From an optimization exercise on the open Yosys and OpenROAD flow, aimed at small area and a short achievable clock period; shortcuts taken in it are not production practice. Only simulation tests tie the RTL to the original design; equivalence was not proved. Power is estimated from default activity; no workload was simulated.

==> flow/design.v <==
module mul16_csa(input [15:0] a, input [15:0] b, output [15:0] x, output [15:0] y, output [15:0] z);
wire pp0_0, pp0_1, pp0_2, pp0_3, pp0_4, pp0_5, pp0_6, pp0_7, pp0_8, pp0_9, pp0_10, pp0_11, pp0_12, pp0_13, pp0_14, pp0_15, pp1_0, pp1_1, pp1_2, pp1_3, pp1_4, pp1_5, pp1_6, pp1_7, pp1_8, pp1_9, pp1_10, pp1_11, pp1_12, pp1_13, pp1_14, pp2_0, pp2_1, pp2_2, pp2_3, pp2_4, pp2_5, pp2_6, pp2_7, pp2_8, pp2_9, pp2_10, pp2_11, pp2_12, pp2_13, pp3_0, pp3_1, pp3_2, pp3_3, pp3_4, pp3_5, pp3_6, pp3_7, pp3_8, pp3_9, pp3_10, pp3_11, pp3_12, pp4_0, pp4_1, pp4_2, pp4_3, pp4_4, pp4_5, pp4_6, pp4_7, pp4_8, pp4_9, pp4_10, pp4_11, pp5_0, pp5_1, pp5_2, pp5_3, pp5_4, pp5_5, pp5_6, pp5_7, pp5_8, pp5_9, pp5_10, pp6_0, pp6_1, pp6_2, pp6_3, pp6_4, pp6_5, pp6_6, pp6_7, pp6_8, pp6_9, pp7_0, pp7_1, pp7_2, pp7_3, pp7_4, pp7_5, pp7_6, pp7_7, pp7_8, pp8_0, pp8_1, pp8_2, pp8_3, pp8_4, pp8_5, pp8_6, pp8_7, pp9_0, pp9_1, pp9_2, pp9_3, pp9_4, pp9_5, pp9_6, pp10_0, pp10_1, pp10_2, pp10_3, pp10_4, pp10_5, pp11_0, pp11_1, pp11_2, pp11_3, pp11_4, pp12_0, pp12_1, pp12_2, pp12_3, pp13_0, pp13_1, pp13_2, pp14_0, pp14_1, pp15_0, s0, c0, s1, c1, s2, c2, s3, s4, s5, s6, c6, s7, c7, s8, c8, s9, c9, s10, c10, s11, c11, s12, c12, s13, c13, s14, c14, s15, c15, s16, c16, s17, c17, s18, c18, s19, c19, s20, c20, s21, c21, s22, c22, s23, c23, s24, s25, s26, s27, s28, c28, s29, c29, s30, c30, s31, c31, s32, c32, s33, c33, s34, c34, s35, c35, s36, c36, s37, c37, s38, c38, s39, c39, s40, c40, s41, c41, s42, c42, s43, c43, s44, c44, s45, c45, s46, c46, s47, c47, s48, c48, s49, c49, s50, c50, s51, c51, s52, s53, s54, s55, c55, s56, c56, s57, c57, s58, c58, s59, c59, s60, c60, s61, c61, s62, c62, s63, c63, s64, c64, s65, c65, s66, c66, s67, c67, s68, c68, s69, c69, s70, c70, s71, c71, s72, c72, s73, c73, s74, c74, s75, c75, s76, s77, s78, c78, s79, c79, s80, c80, s81, c81, s82, c82, s83, c83, s84, c84, s85, c85, s86, c86, s87, c87, s88, c88, s89, c89, s90;
assign pp0_0 = a[0] & b[0];
assign pp0_1 = a[1] & b[0];
assign pp0_2 = a[2] & b[0];
assign pp0_3 = a[3] & b[0];
assign pp0_4 = a[4] & b[0];
assign pp0_5 = a[5] & b[0];
assign pp0_6 = a[6] & b[0];
assign pp0_7 = a[7] & b[0];
assign pp0_8 = a[8] & b[0];
assign pp0_9 = a[9] & b[0];
assign pp0_10 = a[10] & b[0];
assign pp0_11 = a[11] & b[0];
assign pp0_12 = a[12] & b[0];
assign pp0_13 = a[13] & b[0];
assign pp0_14 = a[14] & b[0];
assign pp0_15 = a[15] & b[0];
assign pp1_0 = a[0] & b[1];
assign pp1_1 = a[1] & b[1];
assign pp1_2 = a[2] & b[1];
assign pp1_3 = a[3] & b[1];
assign pp1_4 = a[4] & b[1];
assign pp1_5 = a[5] & b[1];
assign pp1_6 = a[6] & b[1];
assign pp1_7 = a[7] & b[1];
assign pp1_8 = a[8] & b[1];
assign pp1_9 = a[9] & b[1];
assign pp1_10 = a[10] & b[1];
assign pp1_11 = a[11] & b[1];
assign pp1_12 = a[12] & b[1];
assign pp1_13 = a[13] & b[1];
assign pp1_14 = a[14] & b[1];
assign pp2_0 = a[0] & b[2];
assign pp2_1 = a[1] & b[2];
assign pp2_2 = a[2] & b[2];
assign pp2_3 = a[3] & b[2];
assign pp2_4 = a[4] & b[2];
assign pp2_5 = a[5] & b[2];
assign pp2_6 = a[6] & b[2];
assign pp2_7 = a[7] & b[2];
assign pp2_8 = a[8] & b[2];
assign pp2_9 = a[9] & b[2];
assign pp2_10 = a[10] & b[2];
assign pp2_11 = a[11] & b[2];
assign pp2_12 = a[12] & b[2];
assign pp2_13 = a[13] & b[2];
assign pp3_0 = a[0] & b[3];
assign pp3_1 = a[1] & b[3];
assign pp3_2 = a[2] & b[3];
assign pp3_3 = a[3] & b[3];
assign pp3_4 = a[4] & b[3];
assign pp3_5 = a[5] & b[3];
assign pp3_6 = a[6] & b[3];
assign pp3_7 = a[7] & b[3];
assign pp3_8 = a[8] & b[3];
assign pp3_9 = a[9] & b[3];
assign pp3_10 = a[10] & b[3];
assign pp3_11 = a[11] & b[3];
assign pp3_12 = a[12] & b[3];
assign pp4_0 = a[0] & b[4];
assign pp4_1 = a[1] & b[4];
assign pp4_2 = a[2] & b[4];
assign pp4_3 = a[3] & b[4];
assign pp4_4 = a[4] & b[4];
assign pp4_5 = a[5] & b[4];
assign pp4_6 = a[6] & b[4];
assign pp4_7 = a[7] & b[4];
assign pp4_8 = a[8] & b[4];
assign pp4_9 = a[9] & b[4];
assign pp4_10 = a[10] & b[4];
assign pp4_11 = a[11] & b[4];
assign pp5_0 = a[0] & b[5];
assign pp5_1 = a[1] & b[5];
assign pp5_2 = a[2] & b[5];
assign pp5_3 = a[3] & b[5];
assign pp5_4 = a[4] & b[5];
assign pp5_5 = a[5] & b[5];
assign pp5_6 = a[6] & b[5];
assign pp5_7 = a[7] & b[5];
assign pp5_8 = a[8] & b[5];
assign pp5_9 = a[9] & b[5];
assign pp5_10 = a[10] & b[5];
assign pp6_0 = a[0] & b[6];
assign pp6_1 = a[1] & b[6];
assign pp6_2 = a[2] & b[6];
assign pp6_3 = a[3] & b[6];
assign pp6_4 = a[4] & b[6];
assign pp6_5 = a[5] & b[6];
assign pp6_6 = a[6] & b[6];
assign pp6_7 = a[7] & b[6];
assign pp6_8 = a[8] & b[6];
assign pp6_9 = a[9] & b[6];
assign pp7_0 = a[0] & b[7];
assign pp7_1 = a[1] & b[7];
assign pp7_2 = a[2] & b[7];
assign pp7_3 = a[3] & b[7];
assign pp7_4 = a[4] & b[7];
assign pp7_5 = a[5] & b[7];
assign pp7_6 = a[6] & b[7];
assign pp7_7 = a[7] & b[7];
assign pp7_8 = a[8] & b[7];
assign pp8_0 = a[0] & b[8];
assign pp8_1 = a[1] & b[8];
assign pp8_2 = a[2] & b[8];
assign pp8_3 = a[3] & b[8];
assign pp8_4 = a[4] & b[8];
assign pp8_5 = a[5] & b[8];
assign pp8_6 = a[6] & b[8];
assign pp8_7 = a[7] & b[8];
assign pp9_0 = a[0] & b[9];
assign pp9_1 = a[1] & b[9];
assign pp9_2 = a[2] & b[9];
assign pp9_3 = a[3] & b[9];
assign pp9_4 = a[4] & b[9];
assign pp9_5 = a[5] & b[9];
assign pp9_6 = a[6] & b[9];
assign pp10_0 = a[0] & b[10];
assign pp10_1 = a[1] & b[10];
assign pp10_2 = a[2] & b[10];
assign pp10_3 = a[3] & b[10];
assign pp10_4 = a[4] & b[10];
assign pp10_5 = a[5] & b[10];
assign pp11_0 = a[0] & b[11];
assign pp11_1 = a[1] & b[11];
assign pp11_2 = a[2] & b[11];
assign pp11_3 = a[3] & b[11];
assign pp11_4 = a[4] & b[11];
assign pp12_0 = a[0] & b[12];
assign pp12_1 = a[1] & b[12];
assign pp12_2 = a[2] & b[12];
assign pp12_3 = a[3] & b[12];
assign pp13_0 = a[0] & b[13];
assign pp13_1 = a[1] & b[13];
assign pp13_2 = a[2] & b[13];
assign pp14_0 = a[0] & b[14];
assign pp14_1 = a[1] & b[14];
assign pp15_0 = a[0] & b[15];
assign s0 = pp0_13 ^ pp1_12;
assign c0 = pp0_13 & pp1_12;
assign s1 = pp0_14 ^ pp1_13 ^ pp2_12;
assign c1 = (pp0_14 & pp1_13) | (pp0_14 & pp2_12) | (pp1_13 & pp2_12);
assign s2 = pp3_11 ^ pp4_10;
assign c2 = pp3_11 & pp4_10;
assign s3 = pp0_15 ^ pp1_14 ^ pp2_13;
assign s4 = pp3_12 ^ pp4_11 ^ pp5_10;
assign s5 = pp6_9 ^ pp7_8;
assign s6 = pp0_9 ^ pp1_8;
assign c6 = pp0_9 & pp1_8;
assign s7 = pp0_10 ^ pp1_9 ^ pp2_8;
assign c7 = (pp0_10 & pp1_9) | (pp0_10 & pp2_8) | (pp1_9 & pp2_8);
assign s8 = pp3_7 ^ pp4_6;
assign c8 = pp3_7 & pp4_6;
assign s9 = pp0_11 ^ pp1_10 ^ pp2_9;
assign c9 = (pp0_11 & pp1_10) | (pp0_11 & pp2_9) | (pp1_10 & pp2_9);
assign s10 = pp3_8 ^ pp4_7 ^ pp5_6;
assign c10 = (pp3_8 & pp4_7) | (pp3_8 & pp5_6) | (pp4_7 & pp5_6);
assign s11 = pp6_5 ^ pp7_4;
assign c11 = pp6_5 & pp7_4;
assign s12 = pp0_12 ^ pp1_11 ^ pp2_10;
assign c12 = (pp0_12 & pp1_11) | (pp0_12 & pp2_10) | (pp1_11 & pp2_10);
assign s13 = pp3_9 ^ pp4_8 ^ pp5_7;
assign c13 = (pp3_9 & pp4_8) | (pp3_9 & pp5_7) | (pp4_8 & pp5_7);
assign s14 = pp6_6 ^ pp7_5 ^ pp8_4;
assign c14 = (pp6_6 & pp7_5) | (pp6_6 & pp8_4) | (pp7_5 & pp8_4);
assign s15 = pp9_3 ^ pp10_2;
assign c15 = pp9_3 & pp10_2;
assign s16 = s0 ^ pp2_11 ^ pp3_10;
assign c16 = (s0 & pp2_11) | (s0 & pp3_10) | (pp2_11 & pp3_10);
assign s17 = pp4_9 ^ pp5_8 ^ pp6_7;
assign c17 = (pp4_9 & pp5_8) | (pp4_9 & pp6_7) | (pp5_8 & pp6_7);
assign s18 = pp7_6 ^ pp8_5 ^ pp9_4;
assign c18 = (pp7_6 & pp8_5) | (pp7_6 & pp9_4) | (pp8_5 & pp9_4);
assign s19 = pp10_3 ^ pp11_2 ^ pp12_1;
assign c19 = (pp10_3 & pp11_2) | (pp10_3 & pp12_1) | (pp11_2 & pp12_1);
assign s20 = c0 ^ s1 ^ s2;
assign c20 = (c0 & s1) | (c0 & s2) | (s1 & s2);
assign s21 = pp5_9 ^ pp6_8 ^ pp7_7;
assign c21 = (pp5_9 & pp6_8) | (pp5_9 & pp7_7) | (pp6_8 & pp7_7);
assign s22 = pp8_6 ^ pp9_5 ^ pp10_4;
assign c22 = (pp8_6 & pp9_5) | (pp8_6 & pp10_4) | (pp9_5 & pp10_4);
assign s23 = pp11_3 ^ pp12_2 ^ pp13_1;
assign c23 = (pp11_3 & pp12_2) | (pp11_3 & pp13_1) | (pp12_2 & pp13_1);
assign s24 = c1 ^ c2 ^ s3;
assign s25 = s4 ^ s5 ^ pp8_7;
assign s26 = pp9_6 ^ pp10_5 ^ pp11_4;
assign s27 = pp12_3 ^ pp13_2 ^ pp14_1;
assign s28 = pp0_6 ^ pp1_5;
assign c28 = pp0_6 & pp1_5;
assign s29 = pp0_7 ^ pp1_6 ^ pp2_5;
assign c29 = (pp0_7 & pp1_6) | (pp0_7 & pp2_5) | (pp1_6 & pp2_5);
assign s30 = pp3_4 ^ pp4_3;
assign c30 = pp3_4 & pp4_3;
assign s31 = pp0_8 ^ pp1_7 ^ pp2_6;
assign c31 = (pp0_8 & pp1_7) | (pp0_8 & pp2_6) | (pp1_7 & pp2_6);
assign s32 = pp3_5 ^ pp4_4 ^ pp5_3;
assign c32 = (pp3_5 & pp4_4) | (pp3_5 & pp5_3) | (pp4_4 & pp5_3);
assign s33 = pp6_2 ^ pp7_1;
assign c33 = pp6_2 & pp7_1;
assign s34 = s6 ^ pp2_7 ^ pp3_6;
assign c34 = (s6 & pp2_7) | (s6 & pp3_6) | (pp2_7 & pp3_6);
assign s35 = pp4_5 ^ pp5_4 ^ pp6_3;
assign c35 = (pp4_5 & pp5_4) | (pp4_5 & pp6_3) | (pp5_4 & pp6_3);
assign s36 = pp7_2 ^ pp8_1 ^ pp9_0;
assign c36 = (pp7_2 & pp8_1) | (pp7_2 & pp9_0) | (pp8_1 & pp9_0);
assign s37 = c6 ^ s7 ^ s8;
assign c37 = (c6 & s7) | (c6 & s8) | (s7 & s8);
assign s38 = pp5_5 ^ pp6_4 ^ pp7_3;
assign c38 = (pp5_5 & pp6_4) | (pp5_5 & pp7_3) | (pp6_4 & pp7_3);
assign s39 = pp8_2 ^ pp9_1 ^ pp10_0;
assign c39 = (pp8_2 & pp9_1) | (pp8_2 & pp10_0) | (pp9_1 & pp10_0);
assign s40 = c7 ^ c8 ^ s9;
assign c40 = (c7 & c8) | (c7 & s9) | (c8 & s9);
assign s41 = s10 ^ s11 ^ pp8_3;
assign c41 = (s10 & s11) | (s10 & pp8_3) | (s11 & pp8_3);
assign s42 = pp9_2 ^ pp10_1 ^ pp11_0;
assign c42 = (pp9_2 & pp10_1) | (pp9_2 & pp11_0) | (pp10_1 & pp11_0);
assign s43 = c9 ^ c10 ^ c11;
assign c43 = (c9 & c10) | (c9 & c11) | (c10 & c11);
assign s44 = s12 ^ s13 ^ s14;
assign c44 = (s12 & s13) | (s12 & s14) | (s13 & s14);
assign s45 = s15 ^ pp11_1 ^ pp12_0;
assign c45 = (s15 & pp11_1) | (s15 & pp12_0) | (pp11_1 & pp12_0);
assign s46 = c12 ^ c13 ^ c14;
assign c46 = (c12 & c13) | (c12 & c14) | (c13 & c14);
assign s47 = c15 ^ s16 ^ s17;
assign c47 = (c15 & s16) | (c15 & s17) | (s16 & s17);
assign s48 = s18 ^ s19 ^ pp13_0;
assign c48 = (s18 & s19) | (s18 & pp13_0) | (s19 & pp13_0);
assign s49 = c16 ^ c17 ^ c18;
assign c49 = (c16 & c17) | (c16 & c18) | (c17 & c18);
assign s50 = c19 ^ s20 ^ s21;
assign c50 = (c19 & s20) | (c19 & s21) | (s20 & s21);
assign s51 = s22 ^ s23 ^ pp14_0;
assign c51 = (s22 & s23) | (s22 & pp14_0) | (s23 & pp14_0);
assign s52 = c20 ^ c21 ^ c22;
assign s53 = c23 ^ s24 ^ s25;
assign s54 = s26 ^ s27 ^ pp15_0;
assign s55 = pp0_4 ^ pp1_3;
assign c55 = pp0_4 & pp1_3;
assign s56 = pp0_5 ^ pp1_4 ^ pp2_3;
assign c56 = (pp0_5 & pp1_4) | (pp0_5 & pp2_3) | (pp1_4 & pp2_3);
assign s57 = pp3_2 ^ pp4_1;
assign c57 = pp3_2 & pp4_1;
assign s58 = s28 ^ pp2_4 ^ pp3_3;
assign c58 = (s28 & pp2_4) | (s28 & pp3_3) | (pp2_4 & pp3_3);
assign s59 = pp4_2 ^ pp5_1 ^ pp6_0;
assign c59 = (pp4_2 & pp5_1) | (pp4_2 & pp6_0) | (pp5_1 & pp6_0);
assign s60 = c28 ^ s29 ^ s30;
assign c60 = (c28 & s29) | (c28 & s30) | (s29 & s30);
assign s61 = pp5_2 ^ pp6_1 ^ pp7_0;
assign c61 = (pp5_2 & pp6_1) | (pp5_2 & pp7_0) | (pp6_1 & pp7_0);
assign s62 = c29 ^ c30 ^ s31;
assign c62 = (c29 & c30) | (c29 & s31) | (c30 & s31);
assign s63 = s32 ^ s33 ^ pp8_0;
assign c63 = (s32 & s33) | (s32 & pp8_0) | (s33 & pp8_0);
assign s64 = c31 ^ c32 ^ c33;
assign c64 = (c31 & c32) | (c31 & c33) | (c32 & c33);
assign s65 = s34 ^ s35 ^ s36;
assign c65 = (s34 & s35) | (s34 & s36) | (s35 & s36);
assign s66 = c34 ^ c35 ^ c36;
assign c66 = (c34 & c35) | (c34 & c36) | (c35 & c36);
assign s67 = s37 ^ s38 ^ s39;
assign c67 = (s37 & s38) | (s37 & s39) | (s38 & s39);
assign s68 = c37 ^ c38 ^ c39;
assign c68 = (c37 & c38) | (c37 & c39) | (c38 & c39);
assign s69 = s40 ^ s41 ^ s42;
assign c69 = (s40 & s41) | (s40 & s42) | (s41 & s42);
assign s70 = c40 ^ c41 ^ c42;
assign c70 = (c40 & c41) | (c40 & c42) | (c41 & c42);
assign s71 = s43 ^ s44 ^ s45;
assign c71 = (s43 & s44) | (s43 & s45) | (s44 & s45);
assign s72 = c43 ^ c44 ^ c45;
assign c72 = (c43 & c44) | (c43 & c45) | (c44 & c45);
assign s73 = s46 ^ s47 ^ s48;
assign c73 = (s46 & s47) | (s46 & s48) | (s47 & s48);
assign s74 = c46 ^ c47 ^ c48;
assign c74 = (c46 & c47) | (c46 & c48) | (c47 & c48);
assign s75 = s49 ^ s50 ^ s51;
assign c75 = (s49 & s50) | (s49 & s51) | (s50 & s51);
assign s76 = c49 ^ c50 ^ c51;
assign s77 = s52 ^ s53 ^ s54;
assign s78 = pp0_3 ^ pp1_2;
assign c78 = pp0_3 & pp1_2;
assign s79 = s55 ^ pp2_2 ^ pp3_1;
assign c79 = (s55 & pp2_2) | (s55 & pp3_1) | (pp2_2 & pp3_1);
assign s80 = c55 ^ s56 ^ s57;
assign c80 = (c55 & s56) | (c55 & s57) | (s56 & s57);
assign s81 = c56 ^ c57 ^ s58;
assign c81 = (c56 & c57) | (c56 & s58) | (c57 & s58);
assign s82 = c58 ^ c59 ^ s60;
assign c82 = (c58 & c59) | (c58 & s60) | (c59 & s60);
assign s83 = c60 ^ c61 ^ s62;
assign c83 = (c60 & c61) | (c60 & s62) | (c61 & s62);
assign s84 = c62 ^ c63 ^ s64;
assign c84 = (c62 & c63) | (c62 & s64) | (c63 & s64);
assign s85 = c64 ^ c65 ^ s66;
assign c85 = (c64 & c65) | (c64 & s66) | (c65 & s66);
assign s86 = c66 ^ c67 ^ s68;
assign c86 = (c66 & c67) | (c66 & s68) | (c67 & s68);
assign s87 = c68 ^ c69 ^ s70;
assign c87 = (c68 & c69) | (c68 & s70) | (c69 & s70);
assign s88 = c70 ^ c71 ^ s72;
assign c88 = (c70 & c71) | (c70 & s72) | (c71 & s72);
assign s89 = c72 ^ c73 ^ s74;
assign c89 = (c72 & c73) | (c72 & s74) | (c73 & s74);
assign s90 = c74 ^ c75 ^ s76;
assign x = {c89, c88, c87, c86, c85, c84, c83, c82, c81, c80, c79, c78, s78, pp0_2, pp0_1, pp0_0};
assign y = {s90, s89, s88, s87, s86, s85, s84, s83, s82, s81, s80, s79, pp2_1, pp1_1, pp1_0, 1'b0};
assign z = {s77, s75, s73, s71, s69, s67, s65, s63, s61, s59, pp5_0, pp4_0, pp3_0, pp2_0, 1'b0, 1'b0};
endmodule
`timescale 1ns / 1ps
module pipelined_regfile_3stage(clk, rst, aluout,
	imem_addr, imem_rdata,
	dmem_raddr, dmem_rdata, dmem_wen, dmem_waddr, dmem_wdata);
input clk;
input rst;
output [15:0] imem_addr;
input  [15:0] imem_rdata;
output [15:0] dmem_raddr;
input  [15:0] dmem_rdata;
output dmem_wen;
output [15:0] dmem_waddr;
output [15:0] dmem_wdata;
output [15:0] aluout;
function [15:0] rev16(input [15:0] v);
	integer k;
	for (k = 0; k < 16; k = k + 1) rev16[k] = v[15-k];
endfunction
reg [15:0] pc;            
reg [15:0] ia;            
reg [15:0] a_E, b_E;
reg [3:0]  imm_E, wa_E;
reg [2:0]  op_E;
reg        v_E, we_E, ld_E, sw_E, br_E, ls_E;
reg [15:0] x_M, y_M, z_M;
reg [3:0]  wa_M;
reg        we_M, ld_M, sw_M, mul_M, srl_M;
reg [15:0] dm;            
reg [3:0]  wa_D;
reg        we_D, ld_D;
reg [15:0] alu_W, md_W;
reg [3:0]  wa_W;
reg        we_W, ld_W;
reg [15:0] rf [0:15];
wire [15:0] inst = imem_rdata;
wire [3:0] op = inst[15:12];
wire [3:0] rd = inst[11:8];
wire [3:0] rs = inst[7:4];
wire [3:0] rt = inst[3:0];
wire d_lw  = op == 4'h8;
wire d_sw  = op == 4'h9;
wire d_beq = op == 4'ha;
wire d_jr  = op == 4'hc;
wire d_jal = op == 4'hd;
wire d_jmp = (op == 4'hb) | d_jal;
wire d_we  = ~(d_sw | d_beq | (op == 4'hb) | d_jr | d_jal);
wire [2:0] d_aluop = (d_lw | d_sw) ? 3'd0 : d_beq ? 3'd1 : op[2:0];
wire d_sll = d_aluop == 3'd4;
wire d_srl = d_aluop == 3'd5;
wire [15:0] nextpc = pc + 16'd1;
wire [15:0] wbdata = ld_W ? md_W : alu_W;
wire [15:0] woh = (16'd1 << wa_W) & {16{we_W}};
wire [15:0] wen = d_jal ? {we_W, 15'd0} : woh;
wire [15:0] wd  = d_jal ? nextpc : wbdata;
wire [15:0] oh1 = 16'd1 << rs;
wire [15:0] oh2 = (d_sw | d_beq) ? (16'd1 << rd) : (16'd1 << rt);
wire [3:0]  ra2 = (d_sw | d_beq) ? rd : rt;
reg [15:0] vld;
wire [15:0] s1 = vld & oh1 & ~wen;
wire [15:0] s2 = vld & oh2 & ~wen;
reg [15:0] t1, t2;
integer i;
always @(*) begin
	t1 = {13'd0, oh1[1] && !vld[1] && !wen[1], 1'b0, oh1[1] && !vld[1] && !wen[1]};
	t2 = {13'd0, oh2[1] && !vld[1] && !wen[1], 1'b0, oh2[1] && !vld[1] && !wen[1]};
	for (i = 0; i < 16; i = i + 1) begin
		t1 = t1 | (rf[i] & {16{s1[i]}});
		t2 = t2 | (rf[i] & {16{s2[i]}});
	end
end
wire jb1 = we_W & d_jal & oh1[15];
wire jb2 = we_W & d_jal & oh2[15];
wire wb1 = we_W & ~d_jal & (wa_W == rs);
wire wb2 = we_W & ~d_jal & (wa_W == ra2);
wire [15:0] rdata1 = t1 | ({16{jb1}} & nextpc) | ({16{wb1}} & wbdata);
wire [15:0] rdata2 = t2 | ({16{jb2}} & nextpc) | ({16{wb2}} & wbdata);
integer k;
always @(posedge clk) begin
	for (k = 0; k < 16; k = k + 1)
		if (wen[k]) rf[k] <= wd;
	if (rst) vld <= 16'd0;
	else     vld <= vld | wen;
end
wire [15:0] shf = rt[3] ? 16'd0 : (16'd1 << rt[2:0]);
wire [15:0] immx_E = {{12{imm_E[3]}}, imm_E};
wire eq_E = a_E == b_E;
wire take = br_E & eq_E;
wire [15:0] btarget = ia + 16'd1 + immx_E;
wire sub_E = (op_E == 3'd1) | (op_E == 3'd6);
wire mul_E = (op_E == 3'd7) | (op_E == 3'd4) | (op_E == 3'd5);
wire [15:0] bb_E = (ls_E ? immx_E : b_E) ^ {16{sub_E}};
wire [16:0] as_E = {1'b0, a_E} + {1'b0, bb_E} + {16'd0, sub_E};
wire le_E = ~as_E[16] | eq_E;
wire [15:0] mx, my, mz;
mul16_csa MUL0(.a(a_E), .b(b_E), .x(mx), .y(my), .z(mz));
reg [15:0] res_E;
always @(*) begin
	case (op_E)
		3'd0, 3'd1: res_E = as_E[15:0];
		3'd2:       res_E = a_E & b_E;
		3'd3:       res_E = a_E ^ b_E;
		3'd6:       res_E = {15'd0, le_E};
		default:    res_E = mx;
	endcase
end
wire [15:0] pc_seq = d_jmp ? {nextpc[14:11], inst[11:0]} : take ? btarget : nextpc;
wire [15:0] pcin = d_jr ? rdata1 : pc_seq;
always @(posedge clk) begin
	if (rst) begin
		pc <= 16'd0;
		ia <= 16'd0;
	end else begin
		pc <= pcin;
		ia <= pc;
	end
end
assign imem_addr = ia;
wire [15:0] mem_sum = x_M + (mul_M ? y_M : 16'd0) + (mul_M ? z_M : 16'd0);
always @(posedge clk) begin
	a_E   <= d_srl ? rev16(rdata1) : rdata1;
	b_E   <= (d_sll | d_srl) ? shf : rdata2;
	imm_E <= rt;
	wa_E  <= rd;
	op_E  <= d_aluop;
	ld_E  <= d_lw;
	ls_E  <= d_lw | d_sw;
	y_M   <= mul_E ? my : b_E;
	z_M   <= mz;
	wa_M  <= wa_E;
	ld_M  <= ld_E;
	srl_M <= op_E == 3'd5;
	wa_D  <= wa_M;
	ld_D  <= ld_M;
	md_W  <= dmem_rdata;
	wa_W  <= wa_D;
	ld_W  <= ld_D;
	if (rst) begin
		v_E <= 1'b0; we_E <= 1'b0; sw_E <= 1'b0; br_E <= 1'b0;
		x_M <= 16'd0; we_M <= 1'b0; sw_M <= 1'b0; mul_M <= 1'b0;
		dm <= 16'd0; we_D <= 1'b0;
		alu_W <= 16'd0; we_W <= 1'b0;
	end else begin
		v_E <= 1'b1; we_E <= d_we; sw_E <= d_sw; br_E <= d_beq;
		x_M <= v_E ? res_E : 16'd0;
		we_M <= we_E; sw_M <= sw_E; mul_M <= v_E & mul_E;
		dm <= srl_M ? rev16(mem_sum) : mem_sum;
		we_D <= we_M;
		alu_W <= dm;
		we_W <= we_D;
	end
end
assign dmem_raddr = dm;
assign dmem_wen   = sw_M & ~rst;
assign dmem_waddr = x_M;
assign dmem_wdata = y_M;
assign aluout     = alu_W;
endmodule
==> flow/flow/run.sh <==
#!/bin/bash
# Standard layout, with plain buffers (instead of ORFS's default delay cell)
# on the input and output ports.
export BUFFER_PORTS_ARGS="-buffer_cell sky130_fd_sc_hd__buf_2"
bash standard.sh > standard.log 2>&1
==> flow/standard.sh <==
#!/bin/bash
# synth_recipe.tcl (not shown) runs the flow's synth.tcl, then flattens the netlist and writes it again
# the make line also repeats each setting of config.mk as NAME=value (left out here)
make -C /OpenROAD-flow-scripts/flow DESIGN_CONFIG=/design/flow/config.mk WORK_HOME=/design/flow/orfs CLKGATE_MAP_FILE= SYNTH_SCRIPT=/design/flow/synth_recipe.tcl "${@:-finish}"
==> flow/config.mk <==
export PLATFORM = sky130hd
export DESIGN_NAME = pipelined_regfile_3stage
export DESIGN_NICKNAME = pipelined_regfile_3stage
export VERILOG_FILES = /design/flow/design.v
export SDC_FILE = /design/flow/constraint.sdc
export NUM_CORES = 4
export LEC_CHECK = 0
export CAP_MARGIN = 20
export CORE_MARGIN = 2
export CORE_UTILIZATION = 40
export CTS_BUF_LIST = sky130_fd_sc_hd__clkbuf_16
export CTS_CLUSTER_DIAMETER = 100
export CTS_CLUSTER_SIZE = 20
export SETUP_SLACK_MARGIN = 4.5
export SLEW_MARGIN = 20
==> flow/constraint.sdc <==
create_clock -name core_clock -period 8.0 [get_ports {clk}]
set_input_delay 1.6000 -clock core_clock [delete_from_list [all_inputs] [get_ports {clk}]]
set_output_delay 1.6000 -clock core_clock [all_outputs]
set_load 0.01 [all_outputs]
==> results of run 1 <==
[worst max-delay path, stage by stage]
cell and delay (ns):
buf_16 0.10, nor2b_4 0.10, buf_6 0.10
[what timing repair did]
action / CTS / global route
gates resized for setup: 80 / 58
cloned: 2 / 3
pin swaps: 20 / 31
setup buffers: 54 / 32
setup endpoints to repair: 75 / 57
[layout make-up]
cell class,instances,area share (%)
clock buffers,29,2.52
clock inverters,20,0.412
inverters,81,1.07
multi-input cells,1603,44.1
flip-flops and latches,468,41.5
well taps,790,3.43
repair buffers,262,7.02
[worst max-delay path by stage]
stage / from / endpoint / slack, ns / cells after the start
floorplan: imem_rdata[12] / a_E[7]$_DFF_P_ / 4.24 / 10
finish: rst / dmem_wen / 4.49 / 3
global placement: imem_rdata[12] / b_E[13]$_SDFF_PN0_ / 2.80 / 10
global route: imem_rdata[12] / b_E[9]$_SDFF_PN0_ / 4.45 / 10
CTS: imem_rdata[12] / b_E[9]$_SDFF_PN0_ / 4.45 / 13
detailed placement: imem_rdata[12] / b_E[13]$_SDFF_PN0_ / 2.72 / 10
[cells by family (layout without fill, tap and decap cells)]
kind of cell | after synthesis | after routing
buffers and inverters | 213 | 392
flip-flops | 468 | 468
AND/OR/NAND/NOR | 750 | 751
multiplexers | 51 | 51
AO/OA/AOI/OAI | 540 | 541
XOR/XNOR | 102 | 103
adder cells (fa/ha/maj) | 157 | 157
[cell usage in the layout (no fill, tap or decap), types with 21 or more instances in the layout]
master,count
a22oi_1,102
a22o_1,44
buf_4,120
buf_2,108
ha_1,75
a221oi_1,50
mux2i_1,25
o21ai_0,54
inv_1,94
a222oi_1,34
nand4_1,39
and3_1,25
nand3_1,38
fa_1,82
and2_1,130
edfxtp_1,256
xor2_1,25
nor3_1,23
dfxtp_1,196
xnor2_1,72
clkbuf_16,29
a21oi_1,87
mux2_2,22
nor2_1,130
nor2b_1,50
o21a_1,21
nand2_1,190
[power by group through the flow]
stage | Combinational [mW] | Clock [mW] | Sequential (mW)
2_1_floorplan | 0.287 | 0 | 2.65
3_3_place_gp | 0.420 | 0 | 2.68
3_5_place_dp | 0.425 | 0 | 2.68
4_1_cts | 0.452 | 1.52 | 2.62
5_1_grt | 0.513 | 1.61 | 2.62
6_report | 0.484 | 1.50 | 2.62
[through the flow]
step                instances  utilization [%]  area, µm²
finish                   3253             46.9      28800
floorplan                2281                -      25200
CTS                      3218             46.0      28300
global route             3253             46.9      28800
global placement         3113             43.3      26600
detailed placement       3113             43.3      26600
[metal layers]
metal  share of wire (%)  global-route usage [%]
met3                  12                    7.14
met1                  38                    40.6
met5               0.015                       0
met4                 6.9                    16.6
met2                  43                    48.7
==> impl_metrics.ini, run 1 <==
[cells_and_area]
layout.area.seq_um2 = 12000
multiInputGateArea_um2 = 12700
top_register_by_number_of_flip_flops = rf
fillCellCount = 5621
final_layout_size_suffix_gt1_share_pct = 18.7
flow.area_growth_from_synthesis_pct = 16.2
largest_register_ff_count = 256
nets = 2635
antenna_cells_inserted = 0

[power]
pwr-share-seq_pct = 56.9
clock_power_share_pct = 32.6
design_power_total_mw = 4.61
switching_power_mw = 1.20
ir_worst_vdd_mv = 0.179
power.switching_fraction_pct = 26.0
internal_power_mw = 3.41
power.density_nw_per_um2 = 160
leakagePower_nw = 11.2
comb_power_share_pct = 10.5

[floorplan]
die_height_um = 253
dieArea_um2 = 64100
fp-row-count = 91
floorplan.core_area_um2 = 61500
initial_core_util_pct = 40.4
die_w_um = 253
top_level_ports = 115

[run]
number_of_max_capacitance_violations_reported = 0

[synth]
xor_and_xnor_area_share_after_synthesis_pct = 3.60
main_combinational_cell_family_by_area_after_synthesis = simple AND/OR/NAND/NOR gates
synthesis.area_um2 = 24800
async_reset_ff_share_pct = 0
post_synthesis_simple_gate_area_fraction_pct = 16.2
synth_cell_types = 86
ys.flop_type = edfxtp_1
synthesis.area_per_instance_um2 = 10.9
synth_most_common_cell = edfxtp_1
synthDominantCellAreaShare_pct = 31.0
synth_compound_gate_area_share_pct = 16.1
synth.top_cells.by_count = 256 x edfxtp_1, 212 x dfxtp_1, 193 x nand2_1
synth.net_count = 2472
synth.area.mux_share_pct = 2.19
count_of_flip_flops_with_a_built_in_enable_after_synthesis = 256
synthesized_instance_count = 2281
synth-seq-area-share_pct = 48.1
synthAdderAreaFrac_pct = 10.4
ys_seq_elements = 468
synth.yosys.warnings = 2
synthDominantAreaCellType = edfxtp_1
synth.area.top_cells = edfxtp_1 31%, dfxtp_1 17%, fa_1 6.6%, ha_1 3.8%, and2_1 3.3%

[timing]
timing.final.ws_setup_ns = 4.49
finalSetupTns_ns = 0
grt_setup_unrepaired = true
relSlewSlack_pct = 22.7
finalHoldWorstSlack_ns = 0.331
transition_time_of_the_tightest_slew_check_pin_ns = 1.16
finClkSkew_ns = 0.0758
finalWorstPathRequiredPeriod_ns = 3.51
final_min_period_over_clock_period_pct = 43.9
timing.final.hold_violations = 0
slew_viol_final = 0
fmax_ghz = 0.285
setup_viol = 0

[worst_hold_path]
hold_path_class = reg -> reg
hold_path_depth = 0
worstHoldStart = wa_M[1]$_DFF_P_
min_delay_worst_endpoint = wa_D[1]$_DFF_P_

[critical_path]
regToRegStartpoint = a_E[4]$_DFF_P_
worst-endpoint-arrival_ns = 1.91
critical_path.startpoint_type = primary input
regToRegEndpoint = x_M[14]$_SDFF_PP0_
r2r.worst_path.cells = 10
timing.reg2reg.setup_slack_ns = 4.59
worstPathRequired_ns = 6.40
worstSetupPathType = in -> out
cp-end-kind = output pin
worst-path-max-fanout = 2

[detailed_routing]
wl_um = 103000
dr.first_iter.drc_count = 3230
postRouteAntennaNets = 0
post-route-drc-count = 0
routed-via-count = 21000
route.detailed.vias_per_inst = 6.45
wire_per_inst_um = 31.7
drt-pass1-iter-count = 7

[clock_tree]
cts_clk_pin_slew_worst_paths_ns = 0.08
clock-sinks = 468
cts_max_path_buffers = 3
cts-htree-levels = 1
clk_root_buffer_cell = clkbuf_16
cts_hold_buffers = 0
cts-buffers-inserted = 28
clock_latency_ns = 0.67
tritoncts_clock_tree = built

[grt]
combined_global_route_utilization_of_all_metal_layers_pct = 31.3
first_global_vias = 20200
antenna_violations_before_repair = 4
grt-ovfl-total = 0
grt_first_pass_wirelength_um = 144000
grt_start_max_net_pins = 46

[placed_design]
gpl.final_weighted_congestion = 0.981
dp_hpwl_um = 68300
dpl_worst_slack_ns = 2.72
port_buffers = 114

[outcome]
result_of_the_run = finished clean
==> inputs of run 2 (changes only) <==
--- a/flow/config.mk
+++ b/flow/config.mk
@@ -10,6 +10,6 @@
 export CORE_UTILIZATION = 40
 export CTS_BUF_LIST = sky130_fd_sc_hd__clkbuf_16
-export CTS_CLUSTER_DIAMETER = 100
-export CTS_CLUSTER_SIZE = 20
+export CTS_CLUSTER_DIAMETER = 115
+export CTS_CLUSTER_SIZE = 24
 export SETUP_SLACK_MARGIN = 4.5
 export SLEW_MARGIN = 20
==> run 2 against run 1 <==
Against the previous run: worst setup slack got worse by 0.030 ns; power shrank 2.2%; highest routed layer is now met4; register-to-register slack about the same; critical path type is now in -> reg; clock skew decreased by 0.017 ns.
==> impl_metrics.ini, run 2 <==
[outcome]
result_of_the_run = finished clean

[detailed_routing]
post-route-drc-count = 0
route.detailed.vias_per_inst = 6.46
wl_um = 103000
drt-pass1-iter-count = 11
postRouteAntennaNets = 0
wire_per_inst_um = 31.9
routed-via-count = 20900
dr.first_iter.drc_count = 3526

[placed_design]
dp_hpwl_um = 68300
place_inst = 3113
dpl_worst_slack_ns = 2.72
detailed_place.area_um2 = 26600
port_buffers = 114
gpl.final_weighted_congestion = 0.981

[synth]
count_of_flip_flops_with_a_built_in_enable_after_synthesis = 256
synth_cell_types = 86
synthDominantAreaCellType = edfxtp_1
synthDominantCellAreaShare_pct = 31.0
synthesized_instance_count = 2281
synth.area.top_cells = edfxtp_1 31%, dfxtp_1 17%, fa_1 6.6%, ha_1 3.8%, and2_1 3.3%
synthesis.area_um2 = 24800
synthesis.area_per_instance_um2 = 10.9
synth.net_count = 2472
synth.top_cells.by_count = 256 x edfxtp_1, 212 x dfxtp_1, 193 x nand2_1
synth_most_common_cell = edfxtp_1
synth-seq-area-share_pct = 48.1
synth.yosys.warnings = 2
ys.flop_type = edfxtp_1
async_reset_ff_share_pct = 0
ys_seq_elements = 468

[power]
leakagePower_nw = 11.1
ir_worst_vdd_mv = 0.190
power.density_nw_per_um2 = 157
design_power_total_mw = 4.51

[grt]
use_met2_pct = 49.0
grt_first_pass_wirelength_um = 144000
grt.busiest_layer = met2
combined_global_route_utilization_of_all_metal_layers_pct = 31.3
grt.met1_usage_pct = 40.2
grt-ovfl-total = 0
met3_track_utilization_from_global_routing_pct = 7.64
first_global_vias = 20200
antenna_violations_before_repair = 3
grt_start_max_net_pins = 46

[worst_hold_path]
hold_path_depth = 0
hold_path_class = reg -> reg

[floorplan]
dieArea_um2 = 64100
initial_core_util_pct = 40.4
top_level_ports = 115
die_w_um = 253
floorplan.core_area_um2 = 61500
die_height_um = 253
fp-row-count = 91

[clock_tree]
clk_root_buffer_cell = clkbuf_16
cts_clk_pin_slew_worst_paths_ns = 0.09
cts-htree-levels = 1
cts_max_path_buffers = 3
cts-buffers-inserted = 24
clock-sinks = 468
cts_hold_buffers = 0
tritoncts_clock_tree = built
clock_latency_ns = 0.64

[timing]
slew_viol_final = 0
setup_viol = 0
relSlewSlack_pct = 26.1
finalHoldWorstSlack_ns = 0.334
timing.final.hold_violations = 0
fmax_ghz = 0.283
grt_setup_unrepaired = true
final_min_period_over_clock_period_pct = 44.2
transition_time_of_the_tightest_slew_check_pin_ns = 1.11
finClkSkew_ns = 0.0589
timing.final.ws_setup_ns = 4.46
finalSetupTns_ns = 0
finalWorstPathRequiredPeriod_ns = 3.54

[critical_path]
worstSetupPathType = in -> reg
cp-end-kind = flop
crit_path_max_incr_delay_ns = 0.63
timing.critical_path.slowest_stage_cell = or3_2
r2r.worst_path.cells = 11
timing.critical_path.cells = buf_2, nand4_1, or3_2, nor2_1, a221oi_1, nand3_1, nor3_4, nand2_1, o21a_1
worst-endpoint-arrival_ns = 4.02
critical_path.startpoint_type = primary input
worstPathRequired_ns = 8.48
worst-path-max-fanout = 15

[cells_and_area]
final_layout_size_suffix_gt1_share_pct = 17.9
commonest_non_fill_non_tap_cell_in_the_layout = edfxtp_1
leading_cell_types_in_the_layout_fill_and_taps_excluded = 256 x edfxtp_1, 196 x dfxtp_1, 191 x nand2_1, 130 x and2_1, 130 x nor2_1
nets = 2613
flow.area_growth_from_synthesis_pct = 15.5
stdcell_area_um2 = 28700
top_register_by_number_of_flip_flops = rf
post_layout_nonfiller_instances = 3230
fin_util_pct = 46.6
largest_register_ff_count = 256

[run]
number_of_max_capacitance_violations_reported = 0
run 2: cell counts after synthesis:
Identical to the previous run, type by type.
run 2: logic make-up (layout without fill, tap and decap cells):
family / after synthesis / in the layout / synth area share, %
compound gates: 540 / 541 / 16.1
xor+xnor: 102 / 102 / 3.60
fa+ha+maj: 157 / 157 / 10.4
buf+inv: 213 / 369 / 3.46
flops: 468 / 468 / 48.1
mux: 51 / 51 / 2.19
other cells: 0 / 2 / 0
simple gates: 750 / 750 / 16.2
run 2: timing repair:
item,in CTS,in global routing
resized for setup,84,61
pin swaps,24,25
buffers inserted,47,21
endpoints found under the hold margin,0,0
cloned,2,2
endpoints found under the setup margin,75,54
run 2: layout make-up:
cell class | instances | area (µm²)
diodes | 2 | 5.00
clock buffers | 24 | 601
clock inverters | 18 | 126
fillers | 5611 | 32800
inverters | 81 | 308
multi-input cells | 1601 | 12700
flip-flops and latches | 468 | 12000
well taps | 790 | 988
repair buffers | 246 | 1940
run 2: path summary, 6_finish.rpt:
kind / from / end / slack, ns
max: imem_rdata[6] / a_E[13]$_DFF_P_ / 4.46
min: wa_M[1]$_DFF_P_ / wa_D[1]$_DFF_P_ / 0.33
max reg2reg: mul_M$_SDFF_PP0_ / dm[14]$_SDFF_PP0_ / 4.58
min reg2reg: wa_M[1]$_DFF_P_ / wa_D[1]$_DFF_P_ / 0.33
run 2: worst max-delay path: cells and delay by family:
kind | cells | cell delay, ns
buffers and inverters | 1 | 0.23
and+or+nand+nor | 6 | 1.68
AOI/OAI and AO/OA | 2 | 0.49
run 2: power by group:
group,internal (mW),switching [mW],total [mW]
Combinational,0.175,0.308,0.483
Clock,0.566,0.837,1.40
Sequential,2.57,0.0503,2.62
run 2: routing by layer:
layer | vias to the layer above | wire [µm]
met1 | 10200 | 39300
met4 | 0 | 6120
met3 | 370 | 12100
li1 | 8713 | -
met2 | 1547 | 45500
met5 | - | 0
==> inputs of run 3 (changes only) <==
--- a/flow/config.mk
+++ b/flow/config.mk
@@ -8,8 +8,5 @@
 export CAP_MARGIN = 20
 export CORE_MARGIN = 2
-export CORE_UTILIZATION = 40
-export CTS_BUF_LIST = sky130_fd_sc_hd__clkbuf_16
-export CTS_CLUSTER_DIAMETER = 115
-export CTS_CLUSTER_SIZE = 24
+export CORE_UTILIZATION = 55
 export SETUP_SLACK_MARGIN = 4.5
 export SLEW_MARGIN = 20
==> run 3 against run 2 <==
Against the previous run: still clean on timing, DRC and antenna; worst setup slack better by 0.021 ns; via count up 1.5%; clock-buffer cell count increased by 33; critical path depth stayed put; die area decreased by 27%; worst hold slack worse by 0.012 ns; sequential share of layout area is 1.2 points lower; combinational power increased by 2%; sequential power barely moved; clock skew down 0.030 ns; first-iteration DRC count increased by 1.8%; synthesized cell count unchanged; critical endpoint is now pc[9]$_SDFF_PP0_; largest cell class unchanged; highest routed layer unchanged.
==> impl_metrics.ini, run 3 <==
[cells_and_area]
top_register_by_number_of_flip_flops = rf
final_layout_size_suffix_gt1_share_pct = 19.9
commonest_non_fill_non_tap_cell_in_the_layout = edfxtp_1
fillCellCount = 3454
flow.area_growth_from_synthesis_pct = 18.8
leading_cell_types_in_the_layout_fill_and_taps_excluded = 256 x edfxtp_1, 201 x dfxtp_1, 191 x nand2_1, 131 x nor2_1, 129 x and2_1
nets = 2653
largest_register_ff_count = 256
fin_util_pct = 66.4

[grt]
grt_first_pass_wirelength_um = 140000
grt-ovfl-total = 0
antenna_violations_before_repair = 1
combined_global_route_utilization_of_all_metal_layers_pct = 41.4
grt_start_max_net_pins = 41
first_global_vias = 20800

[synth]
async_reset_ff_share_pct = 0
synth-seq-area-share_pct = 48.1
synth.yosys.warnings = 2
synth.area.top_cells = edfxtp_1 31%, dfxtp_1 17%, fa_1 6.6%, ha_1 3.8%, and2_1 3.3%
count_of_flip_flops_with_a_built_in_enable_after_synthesis = 256
synth_cell_types = 86
synthesis.area_um2 = 24800
synth.net_count = 2472
synthDominantCellAreaShare_pct = 31.0
synthesis.area_per_instance_um2 = 10.9
synthesized_instance_count = 2281
synthDominantAreaCellType = edfxtp_1
synth.top_cells.by_count = 256 x edfxtp_1, 212 x dfxtp_1, 193 x nand2_1
synth_most_common_cell = edfxtp_1
ys_seq_elements = 468
ys.flop_type = edfxtp_1

[detailed_routing]
postRouteAntennaNets = 0
wire_per_inst_um = 31.9
routed-via-count = 21200
drt-pass1-iter-count = 9
dr.first_iter.drc_count = 3589
wl_um = 98800
route.detailed.vias_per_inst = 6.85
post-route-drc-count = 0

[clock_tree]
tritoncts_clock_tree = built
clock_latency_ns = 0.61
cts_clk_pin_slew_worst_paths_ns = 0.07
clock-sinks = 468
cts-buffers-inserted = 49
cts-htree-levels = 2
cts_max_path_buffers = 3
cts_hold_buffers = 0
clk_root_buffer_cell = clkbuf_16

[critical_path]
timing.critical_path.max_delay_family = simple AND/OR/NAND/NOR gates
worstPathRequired_ns = 8.55
cp-end-kind = flop
worstSetupPathType = in -> reg
worst-endpoint-arrival_ns = 4.07
path_buf_inv = 3
worst-path-max-fanout = 11
critical_path.startpoint_type = primary input
crit_path_max_incr_delay_ns = 0.62
timing.critical_path.cells = buf_12, clkbuf_2, nand2b_1, nor3b_1, buf_4, nor2_1, o21ai_0, a221oi_1, a21o_1
timing.critical_path.slowest_stage_cell = nor2_1

[timing]
finalWorstPathRequiredPeriod_ns = 3.52
grt_setup_unrepaired = true
fmax_ghz = 0.284
transition_time_of_the_tightest_slew_check_pin_ns = 1.20
setup_viol = 0
finalSetupTns_ns = 0
slew_viol_final = 0
timing.final.hold_violations = 0
finClkSkew_ns = 0.0290
relSlewSlack_pct = 20.2
final_min_period_over_clock_period_pct = 44.0

[floorplan]
top_level_ports = 115
dieArea_um2 = 46900
initial_core_util_pct = 55.9
floorplan.core_area_um2 = 44400
fp-row-count = 77
die_height_um = 216
die_w_um = 216

[placed_design]
dp_hpwl_um = 66300
gpl.final_weighted_congestion = 0.991
port_buffers = 114

[power]
ir_worst_vdd_mv = 0.227
leakagePower_nw = 11.6
power.density_nw_per_um2 = 187

[run]
number_of_max_capacitance_violations_reported = 0

[outcome]
result_of_the_run = finished clean

[worst_hold_path]
hold_path_class = reg -> reg
[run 3: cell count changes in the layout (fill, tap and decap cells not counted), moves of 9 or more]
| cell | before | now |
|---|---|---|
| clkinv_2 | 0 | 10 |
| buf_4 | 97 | 115 |
| buf_6 | 18 | 9 |
| clkbuf_16 | 24 | 50 |
| inv_1 | 94 | 81 |
[run 3: cell type report]
cell class | instances | area, µm² | area share [%]
antenna | 2 | 5.00 | 0.0170
tap | 592 | 741 | 2.51
multi-input combinational | 1601 | 12700 | 43.1
clock buffer | 57 | 1300 | 4.39
timing repair buffer | 261 | 2110 | 7.15
sequential | 468 | 11900 | 40.5
clock inverter | 34 | 379 | 1.29
inverter | 81 | 304 | 1.03
[run 3: per-stage QoR]
stage          instances  hold WS (ns)  total power, mW  worst slack [ns]  instance area [µm²]
4_1_cts             3044         0.321             5.47              4.49                28800
3_3_place_gp        2902         0.310             3.09              2.74                26300
2_1_floorplan       2281         0.310             2.94              4.24                25200
6_report            3096         0.322             5.50              4.48                29500
3_5_place_dp        2906         0.312             3.10              2.72                26300
5_1_grt             3094         0.324             5.65              4.46                29500
[run 3: repair_timing]
item,in CTS,in global routing
buffers inserted,44,49
pin swaps,24,32
setup endpoints to repair,231,87
gates cloned,3,1
resized for setup,62,61
[run 3: worst paths after layout]
| kind | startpoint | endpoint | slack, ns | cells after the start |
|---|---|---|---|---|
| min | wa_E[2]$_DFF_P_ | wa_M[2]$_DFF_P_ | 0.32 | 0 |
| min reg2reg | wa_E[2]$_DFF_P_ | wa_M[2]$_DFF_P_ | 0.32 | 0 |
| max reg2reg | wa_W[2]$_DFF_P_ | pc[10]$_SDFF_PP0_ | 4.55 | 9 |
| max | imem_rdata[14] | pc[9]$_SDFF_PP0_ | 4.48 | 9 |
[run 3: kinds of logic (layout without fill, tap and decap cells)]
logic type	count (synthesis)	in the layout	synth area share, %
other cells	0	2	0
mux	51	51	2.19
compound gates	540	540	16.1
xor+xnor	102	102	3.60
flops	468	468	48.1
simple gates	750	751	16.2
buf+inv	213	433	3.46
fa+ha+maj	157	157	10.4
[run 3: per-layer routing]
layer	track usage, %	wire length, µm
met1	49.8	34500
met2	65.5	44100
met3	10.1	11500
met4	29.4	8770
met5	0	0
[run 3: report_power, final]
group	switching (mW)	total, mW	internal (mW)
clock network	1.01	2.38	1.37
registers	0.0532	2.63	2.57
logic	0.307	0.495	0.188
total	1.37	5.50	4.13
==> inputs of run 4 (changes only) <==
--- a/flow/design.v
+++ b/flow/design.v
@@ -368,11 +368,11 @@
 wire [3:0]  ra2 = (d_sw | d_beq) ? rd : rt;
 reg [15:0] vld;
-wire [15:0] s1 = vld & oh1 & ~wen;
-wire [15:0] s2 = vld & oh2 & ~wen;
+wire [15:0] s1 = vld & oh1;
+wire [15:0] s2 = vld & oh2;
 reg [15:0] t1, t2;
 integer i;
 always @(*) begin
-	t1 = {13'd0, oh1[1] && !vld[1] && !wen[1], 1'b0, oh1[1] && !vld[1] && !wen[1]};
-	t2 = {13'd0, oh2[1] && !vld[1] && !wen[1], 1'b0, oh2[1] && !vld[1] && !wen[1]};
+	t1 = {13'd0, oh1[1] && !vld[1], 1'b0, oh1[1] && !vld[1]};
+	t2 = {13'd0, oh2[1] && !vld[1], 1'b0, oh2[1] && !vld[1]};
 	for (i = 0; i < 16; i = i + 1) begin
 		t1 = t1 | (rf[i] & {16{s1[i]}});
@@ -380,10 +380,9 @@
 	end
 end
-wire jb1 = we_W & d_jal & oh1[15];
-wire jb2 = we_W & d_jal & oh2[15];
-wire wb1 = we_W & ~d_jal & (wa_W == rs);
-wire wb2 = we_W & ~d_jal & (wa_W == ra2);
-wire [15:0] rdata1 = t1 | ({16{jb1}} & nextpc) | ({16{wb1}} & wbdata);
-wire [15:0] rdata2 = t2 | ({16{jb2}} & nextpc) | ({16{wb2}} & wbdata);
+wire hit1 = we_W & (wa_W == rs);
+wire hit2 = we_W & (wa_W == ra2);
+wire [15:0] rdata1 = hit1 ? wbdata : t1;
+wire [15:0] rdata2 = hit2 ? wbdata : t2;
+wire [15:0] rdata1_jal = (we_W & oh1[15]) ? nextpc : t1;
 integer k;
 always @(posedge clk) begin
@@ -429,5 +428,5 @@
 wire [15:0] mem_sum = x_M + (mul_M ? y_M : 16'd0) + (mul_M ? z_M : 16'd0);
 always @(posedge clk) begin
-	a_E   <= d_srl ? rev16(rdata1) : rdata1;
+	a_E   <= d_srl ? rev16(d_jal ? rdata1_jal : rdata1) : rdata1;
 	b_E   <= (d_sll | d_srl) ? shf : rdata2;
 	imm_E <= rt;
==> flow/flow/run.sh (replaced) <==
#!/bin/bash
# Standard layout, with plain buffers (instead of ORFS's default delay cell)
# on the input and output ports, and the rst and dmem_wen pins side by side
# (dmem_wen is rst gated, a path from an input straight to an output).
export BUFFER_PORTS_ARGS="-buffer_cell sky130_fd_sc_hd__buf_2"
export IO_CONSTRAINTS=$PWD/flow/io.tcl
bash standard.sh > standard.log 2>&1
==> flow/flow/io.tcl (new file) <==
set_io_pin_constraint -pin_names {rst dmem_wen} -group -order
--- a/flow/config.mk
+++ b/flow/config.mk
@@ -8,5 +8,7 @@
 export CAP_MARGIN = 20
 export CORE_MARGIN = 2
-export CORE_UTILIZATION = 55
-export SETUP_SLACK_MARGIN = 4.5
+export CORE_UTILIZATION = 40
+export CTS_BUF_LIST = sky130_fd_sc_hd__clkbuf_8
+export CTS_CLUSTER_SIZE = 25
+export SETUP_SLACK_MARGIN = 4.6
 export SLEW_MARGIN = 20
==> run 4 against run 3 <==
Against the previous run: die area rose by 39%; power fell by 0.65%; cell area rose by 1.1%; via count rose by 2.0%; cell count rose by 9.5%.
==> impl_metrics.ini, run 4 <==
[floorplan]
top_level_ports = 115
die_height_um = 255
floorplan.core_area_um2 = 61900
dieArea_um2 = 65000
initial_core_util_pct = 40.7
fp-row-count = 91
die_w_um = 255

[synth]
async_reset_ff_share_pct = 0
main_combinational_cell_family_by_area_after_synthesis = simple AND/OR/NAND/NOR gates
synthesis.area_um2 = 25200
xor_and_xnor_area_share_after_synthesis_pct = 3.37
synthDominantCellAreaShare_pct = 30.5
synth_most_common_cell = edfxtp_1
synth.top_cells.by_count = 256 x edfxtp_1, 212 x dfxtp_1, 185 x nand2_1
synthDominantAreaCellType = edfxtp_1
ys_seq_elements = 468
count_of_flip_flops_with_a_built_in_enable_after_synthesis = 256
ys.flop_type = edfxtp_1
synthAdderAreaFrac_pct = 10.2
post_synthesis_simple_gate_area_fraction_pct = 16.5
synth.yosys.warnings = 2
synth_compound_gate_area_share_pct = 15.6
synthesized_instance_count = 2336
synth-seq-area-share_pct = 47.4
synth_cell_types = 94
synth.area.mux_share_pct = 3.07
synth.area.top_cells = edfxtp_1 31%, dfxtp_1 17%, fa_1 6.5%, ha_1 3.7%, and2_1 3.4%
synth.net_count = 2527
synthesis.area_per_instance_um2 = 10.8

[cells_and_area]
multiInputGateArea_um2 = 13100
top_register_by_number_of_flip_flops = rf
nets = 2679
final_layout_size_suffix_gt1_share_pct = 21.5
flow.area_growth_from_synthesis_pct = 18.5
fin_util_pct = 48.2
leading_cell_types_in_the_layout_fill_and_taps_excluded = 256 x edfxtp_1, 190 x dfxtp_1, 184 x nand2_1, 127 x and2_1, 114 x nor2_1
largest_register_ff_count = 256
commonest_non_fill_non_tap_cell_in_the_layout = edfxtp_1
fillCellCount = 5705
layout.area.seq_um2 = 12000

[detailed_routing]
wl_um = 104000
dr.first_iter.drc_count = 3676
post-route-drc-count = 0
wire_per_inst_um = 30.7
postRouteAntennaNets = 0
route.detailed.vias_per_inst = 6.37
drt-pass1-iter-count = 11
routed-via-count = 21600

[timing]
grt_setup_unrepaired = true
timing.final.hold_violations = 0
relSlewSlack_pct = 34.3
final_min_period_over_clock_period_pct = 44.0
slew_viol_final = 0
finalSetupTns_ns = 0
fmax_ghz = 0.284
transition_time_of_the_tightest_slew_check_pin_ns = 0.982
finalWorstPathRequiredPeriod_ns = 3.52
finalHoldWorstSlack_ns = 0.323
setup_viol = 0
finClkSkew_ns = 0.0508

[power]
power.density_nw_per_um2 = 183
pwr-share-seq_pct = 48.1
clock_power_share_pct = 42.9
leakagePower_nw = 11.7
ir_worst_vdd_mv = 0.134
internal_power_mw = 4.04
switching_power_mw = 1.42
comb_power_share_pct = 9.1
power.switching_fraction_pct = 26.1

[clock_tree]
cts-htree-levels = 3
clock_latency_ns = 0.73
cts_max_path_buffers = 3
tritoncts_clock_tree = built
clk_root_buffer_cell = clkbuf_8
cts-buffers-inserted = 80
cts_clk_pin_slew_worst_paths_ns = 0.06
clock-sinks = 468

[grt]
first_global_vias = 21200
grt_first_pass_wirelength_um = 146000
grt_start_max_net_pins = 55
antenna_violations_before_repair = 4
grt-ovfl-total = 0
combined_global_route_utilization_of_all_metal_layers_pct = 31.3

[critical_path]
critical_path.startpoint_type = primary input
worstSetupPathType = in -> out
worst-path-max-fanout = 2
worstPathRequired_ns = 6.40
worst-endpoint-arrival_ns = 1.92
cp-end-kind = output pin

[placed_design]
gpl.final_weighted_congestion = 1.01
dp_hpwl_um = 68900
port_buffers = 114

[run]
number_of_max_capacitance_violations_reported = 0

[worst_hold_path]
hold_path_class = reg -> reg

[outcome]
result_of_the_run = finished clean
## run 4: changes by cell type after synthesis, sizes merged, moves of 9 or more
| cell | before | now |
|---|---|---|
| buf | 39 | 56 |
| o211ai | 8 | 19 |
| a31oi | 14 | 28 |
| nand3 | 44 | 68 |
| a21oi | 97 | 78 |
| o31ai | 7 | 16 |
| and2 | 131 | 143 |
| and3 | 29 | 68 |
| mux2i | 25 | 39 |
| xor2 | 26 | 47 |
| a221oi | 55 | 20 |
| xnor2 | 76 | 50 |
| a22oi | 102 | 113 |
## run 4: cell families after synthesis
group                      count (synthesis)
buffers and inverters                    223
AOI/OAI and AO/OA                        536
adders and majority gates                157
xor gates and xnor gates                  97
DFF                                      468
muxes                                     73
and+or+nand+nor                          782
## run 4: power by group through the flow
stage,Clock [mW],Combinational (mW),Sequential (mW)
2_1_floorplan,0,0.280,2.65
3_5_place_dp,0,0.424,2.68
4_1_cts,2.37,0.455,2.63
6_report,2.34,0.495,2.63
3_3_place_gp,0,0.419,2.68
5_1_grt,2.48,0.522,2.63
## run 4: what timing repair did
item / in CTS / in global routing
setup endpoints to repair: 504 / 189
gates resized for setup: 104 / 76
gates cloned: 2 / 3
hold buffers: 0 / 0
pin swaps: 20 / 22
setup buffers: 35 / 30
## run 4: cell type report
| class | count | area share, % |
|---|---|---|
| diodes | 2 | 0.0168 |
| clock buffers | 92 | 4.24 |
| clock inverters | 54 | 1.51 |
| inverters | 77 | 0.981 |
| multi-input cells | 1647 | 43.8 |
| flip-flops and latches | 468 | 40.1 |
| well taps | 837 | 3.51 |
| repair buffers | 214 | 5.81 |
## run 4: worst max-delay path, cell delays in order
cell     delay [ns]
buf_16         0.10
nor2b_4        0.11
buf_6          0.11
## run 4: per-stage QoR
| stage | worst slack [ns] | cells | power (mW) | area [µm²] |
|---|---|---|---|---|
| after floorplan | 4.37 | 2336 | 2.93 | 25600 |
| after global placement | 2.76 | 3173 | 3.10 | 26700 |
| after detailed placement | 2.82 | 3173 | 3.10 | 26700 |
| after CTS | 4.31 | 3356 | 5.46 | 29200 |
| after global routing | 4.47 | 3390 | 5.63 | 29800 |
| final | 4.48 | 3391 | 5.47 | 29800 |
## run 4: path summary, 6_finish.rpt
check,startpoint,end,slack (ns),cells after the start
max,rst,dmem_wen,4.48,3
max reg2reg,a_E[12]$_DFF_P_,y_M[15]$_DFF_P_,4.68,10
min,ld_M$_DFF_P_,ld_D$_DFF_P_,0.32,0
min reg2reg,ld_M$_DFF_P_,ld_D$_DFF_P_,0.32,0
## run 4: routing by layer
metal / part of all wire, % / up-vias / GRT usage, %
li1: - / 8956 / -
met1: 36 / 10500 / 36.5
met2: 45 / 1660 / 49.8
met3: 12 / 515 / 9.50
met4: 7.5 / 2 / 21.0
met5: 0.013 / - / 0

-- static timing again, ports no longer ideal --
The results above use ideal ports. As a check the final layouts listed here were re-extracted and re-timed, cells and wires unchanged. Step 1, drivers: a clkbuf_16 drives clk and a buf_2 each remaining input, both assumed. Step 2 adds t to the input delays and takes it off the output delays; t is the mean of the earliest and latest rising clock arrival at the registers after step 1. Input paths then give back, and output paths get back, about the clock's delay inside the block. a / b / c = no drivers / after step 1 / after step 2; a / b = the first two.
| run | t (ns) | setup slack, ns | slew at the worst register clock pin (ns) |
|---|---|---|---|
| run 1 | 0.683 | 4.491 / 4.343 / 3.758 | 0.10 / 0.10 |
| run 2 | 0.668 | 4.461 / 4.348 / 3.774 | 0.12 / 0.12 |
| run 3 | 0.657 | 4.482 / 4.393 / 3.791 | 0.07 / 0.07 |
| run 4 | 0.756 | 4.477 / 4.384 / 3.730 | 0.07 / 0.07 |
After both steps every run listed still meets setup and hold. The setup slack of run 4, which loses most, moves by -0.093 ns with the drivers and by -0.747 ns with both steps.
